Context: an optimization exercise on an open-source flow, tuned for small area. The choices shown serve that exercise and are no tape-out recipe. Where RTL was checked, it was by simulation tests only, not by an equivalence proof against the original. No activity file was given, so power comes from the tool's default toggle rates.

== onyx ==
==> flow/design.v (excerpt) <==
module top #(
  parameter WIDTH = 16
  ) (
    input                 clk,               
    input                 rst,               
    input                 data_in_i,         
    input                 data_in_u,         
    output                mclkin,            
    output                word_clk,          
    output [WIDTH - 1 :0] data_i,            
    output [WIDTH - 1 :0] data_u,            
    output                data_tx            
);
For scale: ~900 cells after synthesis, roughly 330 flip-flops, ~39 I/O pins, ~11000 sq um of cells after synthesis.
==> flow/config.mk <==
export PLATFORM = sky130hd
export DESIGN_NAME = top
export DESIGN_NICKNAME = top
export VERILOG_FILES = /design/flow/design.v
export SDC_FILE = /design/flow/constraint.sdc
export NUM_CORES = 4
export LEC_CHECK = 0
export CAP_MARGIN = 20
export CORE_MARGIN = 2
export CORE_UTILIZATION = 60
export SLEW_MARGIN = 20
==> flow/constraint.sdc <==
create_clock -name core_clock -period 10.0 [get_ports {clk}]
set_input_delay 2.0000 -clock core_clock [delete_from_list [all_inputs] [get_ports {clk}]]
set_output_delay 2.0000 -clock core_clock [all_outputs]
set_load 0.01 [all_outputs]
standard.sh (not shown) runs the stock make flow with config.mk's settings and CLKGATE_MAP_FILE= SYNTH_SCRIPT=/design/flow/synth_recipe.tcl, a recipe that flattens the netlist after the stock synthesis.
==> flow/flow/run.sh <==
#!/bin/bash
# Standard layout (the standard.sh: standard synthesis, floorplan, power
# grid, placement, CTS, routing) with three settings changed:
#  - the clock tree is built from clkbuf_4 in clusters of at most 10 sinks,
#    without dummy loads;
#  - ports are buffered with buf_1 instead of the resizer's default choice;
#  - buffers inserted by ABC are removed before placement (repair_design
#    puts back what max slew/cap/fanout need).
# The full make output goes to run.log in the work folder; the ORFS logs
# of each step are under orfs/logs/.
set -euo pipefail
cd "$(dirname "$0")/.."
bash standard.sh \
  "CTS_ARGS=-sink_clustering_enable -repair_clock_nets -sink_clustering_size 12 -sink_clustering_max_diameter 30 -buf_list sky130_fd_sc_hd__clkbuf_4 -dont_use_dummy_load" \
  "BUFFER_PORTS_ARGS=-buffer_cell sky130_fd_sc_hd__buf_1" \
  "REMOVE_ABC_BUFFERS=1" \
  finish > run.log 2>&1
Inputs modified between onyx and delta:
--- a/flow/flow/run.sh
+++ b/flow/flow/run.sh
@@ -12,5 +12,5 @@
 cd "$(dirname "$0")/.."
 bash standard.sh \
-  "CTS_ARGS=-sink_clustering_enable -repair_clock_nets -sink_clustering_size 12 -sink_clustering_max_diameter 30 -buf_list sky130_fd_sc_hd__clkbuf_4 -dont_use_dummy_load" \
+  "CTS_ARGS=-sink_clustering_enable -repair_clock_nets -sink_clustering_size 10 -sink_clustering_max_diameter 40 -buf_list sky130_fd_sc_hd__clkbuf_4 -dont_use_dummy_load" \
   "BUFFER_PORTS_ARGS=-buffer_cell sky130_fd_sc_hd__buf_1" \
   "REMOVE_ABC_BUFFERS=1" \
--- a/flow/config.mk
+++ b/flow/config.mk
@@ -8,4 +8,7 @@
 export CAP_MARGIN = 20
 export CORE_MARGIN = 2
-export CORE_UTILIZATION = 60
+export CORE_UTILIZATION = 40
+export CTS_BUF_LIST = sky130_fd_sc_hd__clkbuf_4
+export CTS_CLUSTER_DIAMETER = 40
+export CTS_CLUSTER_SIZE = 10
 export SLEW_MARGIN = 20
[summary]
Compared with onyx, in delta total stage count of the critical path decreased by 1 relative to the old numbers; placed wire-length estimate decreased by about 2% relative to the old numbers; setup slack of the critical path after layout decreased by 97 ps relative to the old numbers; number of placed cells counting well taps increased by 110 relative to the old numbers. On total power, onyx and delta are basically level. As far as portion of total power attributed to the clock network is concerned, delta and onyx perform about the same. Summary of the comparison: minimum clock period after layout is higher in delta, relative to onyx.

Another version of the RTL of top (not shown whole).
Size: ~340 flip-flops, roughly 39 I/O pins, about 11000 um^2 of cells after synthesis.
clock: 10.0 ns
lec_check: 0
cap_margin: 20
core_margin: 2
core_utilization: 40
cts_buf_list: sky130_fd_sc_hd__clkbuf_8
cts_cluster_diameter: 50
cts_cluster_size: 14
slew_margin: 20
run.sh (not shown) runs the stock make flow with config.mk's settings and CLKGATE_MAP_FILE= SYNTH_SCRIPT=/design/flow/synth_recipe.tcl, a recipe that flattens the netlist after the stock synthesis.
Stock flow here: none of the scripts above is used.
The first run produced a clean layout.
Edit:
- CTS_BUF_LIST: sky130_fd_sc_hd__clkbuf_8 -> sky130_fd_sc_hd__clkbuf_4
- CTS_CLUSTER_DIAMETER: 50 -> 40
- CTS_CLUSTER_SIZE: 14 -> 10
Final area went down slightly.
Power came out lower by a few percent.
Die area does not change.
Core utilization came out lower by 0.37 points.
Setup slack improved by 8.5 ps.
Wire length came out higher slightly.
Hold slack is worse by 9.4 ps.
Via count increases slightly.
Maximum frequency barely changes.
Count of clock-buffer cells in the layout rises by 15.
No run of this note included a check of the RTL's function; only the layout flow was run.

Setup of run 1:
Another version of the RTL of top (not shown whole).
Size in the first run: ~900 cells after synthesis, about 320 flip-flops, ~39 I/O pins, roughly 10000 um^2 of cells after synthesis.
## top
module top #(
  parameter WIDTH = 16
  ) (
    input                 clk,               
    input                 rst,               
    input                 data_in_i,         
    input                 data_in_u,         
    output                mclkin,            
    output                word_clk,          
    output [WIDTH - 1 :0] data_i,            
    output [WIDTH - 1 :0] data_u,            
    output                data_tx            
);
==> flow/config.mk <==
export PLATFORM = sky130hd
export DESIGN_NAME = top
export DESIGN_NICKNAME = top
export VERILOG_FILES = /design/flow/design.v
export SDC_FILE = /design/flow/constraint.sdc
export NUM_CORES = 4
export LEC_CHECK = 0
export CAP_MARGIN = 20
export CORE_MARGIN = 2
export CORE_UTILIZATION = 40
export CTS_BUF_LIST = sky130_fd_sc_hd__clkbuf_4
export CTS_CLUSTER_DIAMETER = 40
export CTS_CLUSTER_SIZE = 10
export SLEW_MARGIN = 20
==> flow/constraint.sdc <==
create_clock -name core_clock -period 10.0 [get_ports {clk}]
set_input_delay 2.0000 -clock core_clock [delete_from_list [all_inputs] [get_ports {clk}]]
set_output_delay 2.0000 -clock core_clock [all_outputs]
set_load 0.01 [all_outputs]
standard.sh (not shown) runs the stock make flow with config.mk's settings and CLKGATE_MAP_FILE= SYNTH_SCRIPT=/design/flow/synth_recipe.tcl, a recipe that flattens the netlist after the stock synthesis.
==> flow/flow/run.sh <==
#!/bin/bash
# Standard layout (the standard.sh: standard synthesis, floorplan, power
# grid, placement, CTS, routing) with three settings changed:
#  - the clock tree is built from clkbuf_4 in clusters of at most 10 sinks,
#    without dummy loads;
#  - ports are buffered with buf_1 instead of the resizer's default choice;
#  - buffers inserted by ABC are removed before placement (repair_design
#    puts back what max slew/cap/fanout need).
# The full make output goes to run.log in the work folder; the ORFS logs
# of each step are under orfs/logs/.
set -euo pipefail
cd "$(dirname "$0")/.."
bash standard.sh \
  "CTS_ARGS=-sink_clustering_enable -repair_clock_nets -sink_clustering_size 11 -sink_clustering_max_diameter 40 -buf_list sky130_fd_sc_hd__clkbuf_4 -dont_use_dummy_load" \
  "BUFFER_PORTS_ARGS=-buffer_cell sky130_fd_sc_hd__buf_1" \
  "REMOVE_ABC_BUFFERS=1" \
  finish > run.log 2>&1
Run 1 reached the final stage; the timing, design-rule and antenna checks on its layout passed.
Setup changes, run 1 to run 2
Settings: CORE_UTILIZATION: 40 -> 55; CTS_CLUSTER_DIAMETER: 40 -> unset; CTS_BUF_LIST: sky130_fd_sc_hd__clkbuf_4 -> unset; CTS_CLUSTER_SIZE: 10 -> unset.
diff --git a/flow/flow/run.sh b/flow/flow/run.sh
--- a/flow/flow/run.sh
+++ b/flow/flow/run.sh
@@ -14 +14 @@
-  "CTS_ARGS=-sink_clustering_enable -repair_clock_nets -sink_clustering_size 11 -sink_clustering_max_diameter 40 -buf_list sky130_fd_sc_hd__clkbuf_4 -dont_use_dummy_load" \
+  "CTS_ARGS=-sink_clustering_enable -repair_clock_nets -sink_clustering_size 10 -sink_clustering_max_diameter 40 -buf_list sky130_fd_sc_hd__clkbuf_4 -dont_use_dummy_load" \
Notes after the runs:
On combinational gate power, run 2 and run 1 are basically level.
Of run 2 and run 1, the run reporting the higher peak per-stage delay on the critical path was run 1.
Run 2 vs run 1 — total routing resource utilization after global routing rose 6.0 points.
Vias: run 2 more than run 1
Worst-case headroom to the max-slew limit, run 2 and run 1, lower one = run 2.
Across run 2 and run 1, the outcome is the same: a clean finish for every run.
Run 2 vs run 1, number of global-route vias before repair went up by about 2.6%.
Changes observed in run 2 relative to run 1: number of standard-cell rows in the floorplan now sits lower, peak clock frequency supported by timing now sits lower, final critical path time including I/O delays and setup now sits higher.
Looking at share of the core filled with cells in the final layout across run 2 and run 1, the one that comes out higher is run 2.
Total power, run 2 vs run 1: up slightly
Input-level comparison between run 3 and run 2:
Settings: CTS_CLUSTER_DIAMETER: unset -> 40; CTS_BUF_LIST: unset -> sky130_fd_sc_hd__clkbuf_4; CTS_CLUSTER_SIZE: unset -> 10; CORE_UTILIZATION: 55 -> 40.
==> results.txt <==
- Lower global-route usage was reported by run 3, not run 2.
- Diff run 2..run 3 | sequential cell area fraction in the yosys report | unchanged
- Run 3 vs. run 2: layout clock buffer count went down by 3.
- When the final numbers for run 2 and run 3 were put side by side, the maximum frequency turned out to be greater in run 3.
- Wire length of the first global-routing pass shrinks by a few percent when moving from run 2 to run 3.
- Run 3 vs run 2, end point of the critical path: data_filter_I.a_mid.l3[3]$_DFF_P_ vs data_filter_U.a_mid.l3[3]$_DFF_P_
- Run 3 ended with more non-clock buffer count than run 2.
- Summary of run 3 over run 2: total power went down 11 uW; sequential cell count held.
Input changes introduced in run 4 (baseline for comparison: run 3):
Settings: CTS_BUF_LIST removed (was sky130_fd_sc_hd__clkbuf_4); CTS_CLUSTER_SIZE removed (was 10); CTS_CLUSTER_DIAMETER removed (was 40).
diff --git a/flow/flow/run.sh b/flow/flow/run.sh
--- a/flow/flow/run.sh
+++ b/flow/flow/run.sh
@@ -14 +14 @@
-  "CTS_ARGS=-sink_clustering_enable -repair_clock_nets -sink_clustering_size 10 -sink_clustering_max_diameter 40 -buf_list sky130_fd_sc_hd__clkbuf_4 -dont_use_dummy_load" \
+  "CTS_ARGS=-sink_clustering_enable -repair_clock_nets -sink_clustering_size 10 -sink_clustering_max_diameter 30 -buf_list sky130_fd_sc_hd__clkbuf_4 -dont_use_dummy_load" \
Findings:
Part of the cycle the worst path needs: run 3 vs run 4 — no meaningful difference. Run 4 and run 3 ended up with roughly the same share of total power consumed by net switching. Between run 4 and run 3, the difference in relative area of non-clock buffer cells in the final design is negligible. Going from run 3 to run 4, clock buffer count from CTS grew by 6, cell area grew by about 0.4%, part of the total power dissipated in combinational logic held steady. The run showing the smaller clock skew is run 3. | final critical-path required period | lower: run 3 |.

re-timing with driven ports:
The flow's constraints put no driver on any port. The routed layouts listed below were extracted and timed again, unchanged, in two steps. Step 1 (the two cells are an assumption about what drives the block):
set clk [get_ports {clk}]
set_driving_cell -lib_cell sky130_fd_sc_hd__clkbuf_16 $clk
set_driving_cell -lib_cell sky130_fd_sc_hd__buf_2 [delete_from_list [all_inputs] $clk]
Step 2 moves the port delays by t, midway between the first and last clock arrival at a register: inputs arrive t later, outputs are due t later. That takes back most of the time a late clock gives input paths. Slacks: no drivers / after step 1 / after step 2; pairs: no drivers / after step 1.
run	t, ns	slack for setup (ns)	hold slack, ns	worst setup path after step 2
onyx	0.660	5.588 / 5.588 / 5.588	0.280 / 0.280 / 0.280	register to register
delta	0.659	5.490 / 5.490 / 5.490	0.280 / 0.280 / 0.280	register to register
the first run of note 2	0.633	4.732 / 4.690 / 5.323	0.317 / 0.317 / 0.317	register to output
the second run of note 2	0.689	4.740 / 4.699 / 5.387	0.308 / 0.308 / 0.308	register to output
run 1	0.612	4.712 / 4.712 / 4.712	0.273 / 0.273 / 0.273	register to register
run 2	0.647	4.402 / 4.402 / 4.402	0.307 / 0.307 / 0.307	register to register
run 3	0.623	4.727 / 4.727 / 4.727	0.284 / 0.284 / 0.284	register to register
run 4	0.633	4.722 / 4.722 / 4.722	0.256 / 0.256 / 0.256	register to register
After both steps setup and hold are still met in every run listed.
